Source: an optimization exercise on an open RTL-to-GDS flow (aim: small area). Production flows keep margins and buffers that such runs may drop.
At most, simulation tests tie the RTL to the original design; equivalence was not proved.
No driver is modelled on the clock port, so clocking that relies on it looks cheaper here than on a real chip.
Power and IR drop assume default switching activity.

==> v28 <==
==> flow/design.v <==
module spi_regbank
(
    input  spi_clk,
    input  rst_n,
    input  spi_ss_n,
    input  spi_di,
    output spi_do
);
    localparam [5:0] CNT_OFS = 6'd8;
    reg  [5:0]  cnt;
    reg  [5:0]  hdr;           
    reg  [5:0]  valid;
    reg  [15:0] r0, r1, r2, r3, r4, r5;
    always @(posedge spi_clk or negedge rst_n)
        if (!rst_n)        cnt <= CNT_OFS;
        else if (spi_ss_n) cnt <= CNT_OFS;
        else               cnt <= cnt + 6'd1;
    wire data_ph = (cnt >= CNT_OFS + 6'd24) && (cnt <= CNT_OFS + 6'd39);
    wire hdr_ph  = (cnt <= CNT_OFS + 6'd17);
    always @(posedge spi_clk)
        if (hdr_ph) hdr <= {hdr[4:0], spi_di};
    wire [4:0] addr = hdr[5:1];
    wire       rd   = hdr[0];
    wire [5:0] sel;
    assign sel[0] = (addr == 5'd0);
    assign sel[1] = (addr == 5'd1);
    assign sel[2] = (addr == 5'd2);
    assign sel[3] = (addr == 5'd3);
    assign sel[4] = (addr == 5'd4);
    assign sel[5] = (addr == 5'd5);
    wire [5:0] top = {r5[15], r4[15], r3[15], r2[15], r1[15], r0[15]};
    wire       rbit = |(sel & valid & top);
    wire       d0   = rd ? rbit : spi_di;
    assign spi_do = data_ph & rd & rbit;
    always @(posedge spi_clk or negedge rst_n)
        if (!rst_n) valid <= 6'd0;
        else if (data_ph && !rd) valid <= valid | sel;
    always @(posedge spi_clk) if (data_ph && sel[0]) r0 <= {r0[14:0], d0};
    always @(posedge spi_clk) if (data_ph && sel[1]) r1 <= {r1[14:0], d0};
    always @(posedge spi_clk) if (data_ph && sel[2]) r2 <= {r2[14:0], d0};
    always @(posedge spi_clk) if (data_ph && sel[3]) r3 <= {r3[14:0], d0};
    always @(posedge spi_clk) if (data_ph && sel[4]) r4 <= {r4[14:0], d0};
    always @(posedge spi_clk) if (data_ph && sel[5]) r5 <= {r5[14:0], d0};
endmodule
==> flow/run.sh <==
#!/bin/bash
# synth_recipe.tcl (not shown) runs the flow's synth.tcl, then flattens the netlist and writes it again
# the make line also repeats each setting of config.mk as NAME=value (left out here)
make -C /OpenROAD-flow-scripts/flow DESIGN_CONFIG=/design/flow/config.mk WORK_HOME=/design/flow/orfs CLKGATE_MAP_FILE= SYNTH_SCRIPT=/design/flow/synth_recipe.tcl finish
==> flow/config.mk <==
export PLATFORM = sky130hd
export DESIGN_NAME = spi_regbank
export DESIGN_NICKNAME = spi_regbank
export VERILOG_FILES = /design/flow/design.v
export SDC_FILE = /design/flow/constraint.sdc
export NUM_CORES = 4
export LEC_CHECK = 0
export ABC_AREA = 1
export CAP_MARGIN = 20
export CORE_MARGIN = 2
export CORE_UTILIZATION = 40
export CTS_BUF_LIST = sky130_fd_sc_hd__clkbuf_8
export CTS_CLUSTER_DIAMETER = 200
export CTS_CLUSTER_SIZE = 50
export PLACE_DENSITY = 0.6
export SLEW_MARGIN = 20
==> flow/constraint.sdc <==
create_clock -name core_clock -period 5.0 [get_ports {spi_clk}]
set_input_delay 1.0000 -clock core_clock [delete_from_list [all_inputs] [get_ports {spi_clk}]]
set_output_delay 1.0000 -clock core_clock [all_outputs]
set_load 0.01 [all_outputs]
==> inputs of v17, as changes to v28 <==
==> flow/design.v, changed modules only <==
module spi_regbank
(
    input  spi_clk,
    input  rst_n,
    input  spi_ss_n,
    input  spi_di,
    output spi_do
);
    reg  [5:0]  cnt;
    reg         clr;
    reg  [5:0]  hdr;           
    reg  [15:0] r0, r1, r2, r3, r4, r5;
    always @(posedge spi_clk or negedge rst_n)
        if (!rst_n)        cnt <= 6'd8;
        else if (spi_ss_n) cnt <= 6'd8;
        else               cnt <= cnt + 6'd1;
    wire data_ph = cnt[5] & ~cnt[4];
    wire hold    = cnt[5] | (cnt[4] & cnt[3] & (cnt[2] | cnt[1]));
    always @(posedge spi_clk or negedge rst_n)
        if (!rst_n) clr <= 1'b1;
        else if (hold) clr <= 1'b0;
    always @(posedge spi_clk)
        if (!hold) hdr <= {hdr[4:0], spi_di};
    wire [4:0] a  = hdr[5:1];
    wire       rd = hdr[0];
    wire g = data_ph & ~a[4] & ~a[3];
    wire [5:0] m;
    assign m[0] = ~a[2] & ~a[1] & ~a[0];
    assign m[1] = ~a[2] & ~a[1] &  a[0];
    assign m[2] = ~a[2] &  a[1] & ~a[0];
    assign m[3] = ~a[2] &  a[1] &  a[0];
    assign m[4] =  a[2] & ~a[1] & ~a[0];
    assign m[5] =  a[2] & ~a[1] &  a[0];
    wire [5:0] en = ({6{g}} & m) | {6{clr}};
    wire t03 = a[1] ? (a[0] ? r3[15] : r2[15]) : (a[0] ? r1[15] : r0[15]);
    wire t45 = ~a[1] & (a[0] ? r5[15] : r4[15]);
    wire top = a[2] ? t45 : t03;
    assign spi_do = rd & g & top;
    wire d0 = ~clr & (rd ? top : spi_di);
    always @(posedge spi_clk) if (en[0]) r0 <= {r0[14:0], d0};
    always @(posedge spi_clk) if (en[1]) r1 <= {r1[14:0], d0};
    always @(posedge spi_clk) if (en[2]) r2 <= {r2[14:0], d0};
    always @(posedge spi_clk) if (en[3]) r3 <= {r3[14:0], d0};
    always @(posedge spi_clk) if (en[4]) r4 <= {r4[14:0], d0};
    always @(posedge spi_clk) if (en[5]) r5 <= {r5[14:0], d0};
endmodule
==> flow/flow/run.sh (new file) <==
#!/bin/bash
export PRE_CTS_TCL=$PWD/flow/mycts.tcl
export MY_CTS_LEAF=sky130_fd_sc_hd__clkbuf_8
export MY_CTS_ROOT=sky130_fd_sc_hd__clkbuf_4
export MY_CTS_GROUP=18
bash standard.sh > standard.log 2>&1
==> flow/flow/mycts.tcl (new file) <==
# Hooked in before clock tree synthesis (PRE_CTS_TCL). Replaces
# clock_tree_synthesis with a small two-level buffer tree: the sinks are split
# into a grid of groups of about CTS_GROUP sinks, each driven by one
# CTS_LEAF buffer at the group's centre; one CTS_ROOT buffer at the clock
# port drives the leaf buffers.
rename clock_tree_synthesis orig_clock_tree_synthesis
proc clock_tree_synthesis {args} {
  set leaf $::env(MY_CTS_LEAF)
  set root $::env(MY_CTS_ROOT)
  set gsize $::env(MY_CTS_GROUP)
  set block [ord::get_db_block]
  set clk_port [lindex [get_ports -of_objects [get_clocks *]] 0]
  set clk_name [get_name $clk_port]
  set pins {}
  foreach it [[$block findNet $clk_name] getITerms] {
    set inst [$it getInst]
    set bb [$inst getBBox]
    lappend pins [list [$inst getName] [$it getMTerm] \
      [expr {([$bb xMin]+[$bb xMax])/2}] [expr {([$bb yMin]+[$bb yMax])/2}]]
  }
  set n [llength $pins]
  set ng [expr {int(ceil(double($n)/$gsize))}]
  # grid: gx columns, gy rows, gx*gy >= ng, following the sink region's shape
  set xs [lmap p $pins {lindex $p 2}]
  set ys [lmap p $pins {lindex $p 3}]
  set w [expr {max(1.0, [tcl::mathfunc::max {*}$xs] - [tcl::mathfunc::min {*}$xs])}]
  set h [expr {max(1.0, [tcl::mathfunc::max {*}$ys] - [tcl::mathfunc::min {*}$ys])}]
  set gx [expr {max(1, int(round(sqrt($ng * $w / $h))))}]
  set gy [expr {int(ceil(double($ng)/$gx))}]
  puts "mycts: $n sinks, $gx x $gy groups of $leaf, root $root"
  set sorted [lsort -integer -index 2 $pins]
  set per [expr {int(ceil(double($n)/$gx))}]
  set k 0
  for {set c 0} {$c < $gx} {incr c} {
    set col [lsort -integer -index 3 [lrange $sorted [expr {$c*$per}] [expr {($c+1)*$per-1}]]]
    set m [llength $col]
    if {$m == 0} continue
    set per2 [expr {int(ceil(double($m)/$gy))}]
    for {set r 0} {$r < $gy} {incr r} {
      set grp [lrange $col [expr {$r*$per2}] [expr {($r+1)*$per2-1}]]
      if {[llength $grp] == 0} continue
      set sx 0; set sy 0; set lp {}
      foreach p $grp {
        set sx [expr {$sx + [lindex $p 2]}]; set sy [expr {$sy + [lindex $p 3]}]
        lappend lp [get_pins "[lindex $p 0]/[[lindex $p 1] getName]"]
      }
      set cx [expr {$sx/[llength $grp]/1000.0}]; set cy [expr {$sy/[llength $grp]/1000.0}]
      insert_buffer -buffer_cell $leaf -load_pins $lp -location [list $cx $cy] \
        -buffer_name clkleaf_$k -net_name clknet_leaf_$k
      incr k
    }
  }
  insert_buffer -buffer_cell $root -net $clk_name -buffer_name clkroot -net_name clknet_root
  set_propagated_clock [all_clocks]
  puts "mycts: inserted $k leaf buffers"
}
==> flow/standard.sh (new file) <==
#!/bin/bash
# synth_recipe.tcl (not shown) runs the flow's synth.tcl, then flattens the netlist and writes it again
# the make line also repeats each setting of config.mk as NAME=value (left out here)
make -C /OpenROAD-flow-scripts/flow DESIGN_CONFIG=/design/flow/config.mk WORK_HOME=/design/flow/orfs CLKGATE_MAP_FILE= SYNTH_SCRIPT=/design/flow/synth_recipe.tcl "${@:-finish}"
- CTS_BUF_LIST: sky130_fd_sc_hd__clkbuf_8 -> unset
- CTS_CLUSTER_DIAMETER: 200 -> unset
- CTS_CLUSTER_SIZE: 50 -> unset
removed: flow/run.sh
==> inputs of v10, as changes to v28 <==
- ABC_AREA: 1 -> unset
- CTS_BUF_LIST: sky130_fd_sc_hd__clkbuf_8 -> sky130_fd_sc_hd__clkbuf_2 sky130_fd_sc_hd__clkbuf_4
- CTS_CLUSTER_DIAMETER: 200 -> unset
- CTS_CLUSTER_SIZE: 50 -> unset
==> inputs of v32, as changes to v28 <==
- CTS_BUF_LIST: sky130_fd_sc_hd__clkbuf_8 -> sky130_fd_sc_hd__clkbuf_4
- CTS_CLUSTER_DIAMETER: 200 -> 100
- CTS_CLUSTER_SIZE: 50 -> 30
==> comparison <==
v28 completed with no timing, DRC or antenna violations. v10 finished clean. v32 passed the timing, design-rule and antenna checks. v17 failed in clock tree synthesis (4_1_cts).
Clock-buffer cell count: v28 is higher than v10 (3).
Flip-flop and latch count is the same in v28 and v32.
Between v32 and v28, the lower clock power is in v32 (gap 21%, measured against v28).
Against v10, the combinational power of v32 is lower by about 9%.
For v17, only the layout was checked, not whether the RTL still works.

## afterwards: timing with drivers on the ports
The flow's constraints put no driver on any port. The routed layouts listed below were extracted and timed again, unchanged, in two steps.
Step 1 sets driving cells, clkbuf_16 on the clock port and buf_2 on the other inputs (assumed; they add their load-dependent delay and slew).
Step 2, shift: input delay + t, output delay - t, t = (earliest + latest rising clock arrival at the registers) / 2. This alone moves slack from input paths to output paths.
Three values: no drivers, after step 1, after step 2; two values: the first two.
run	shift t [ns]	setup slack, ns	clock arrival spread, ns
v28	0.441	1.872 / 1.843 / 2.283	0.015 / 0.015
v10	0.511	1.570 / 1.543 / 2.054	0.010 / 0.010
v32	0.510	1.787 / 1.759 / 2.269	0.016 / 0.016
After both steps setup and hold are still met in every run listed.
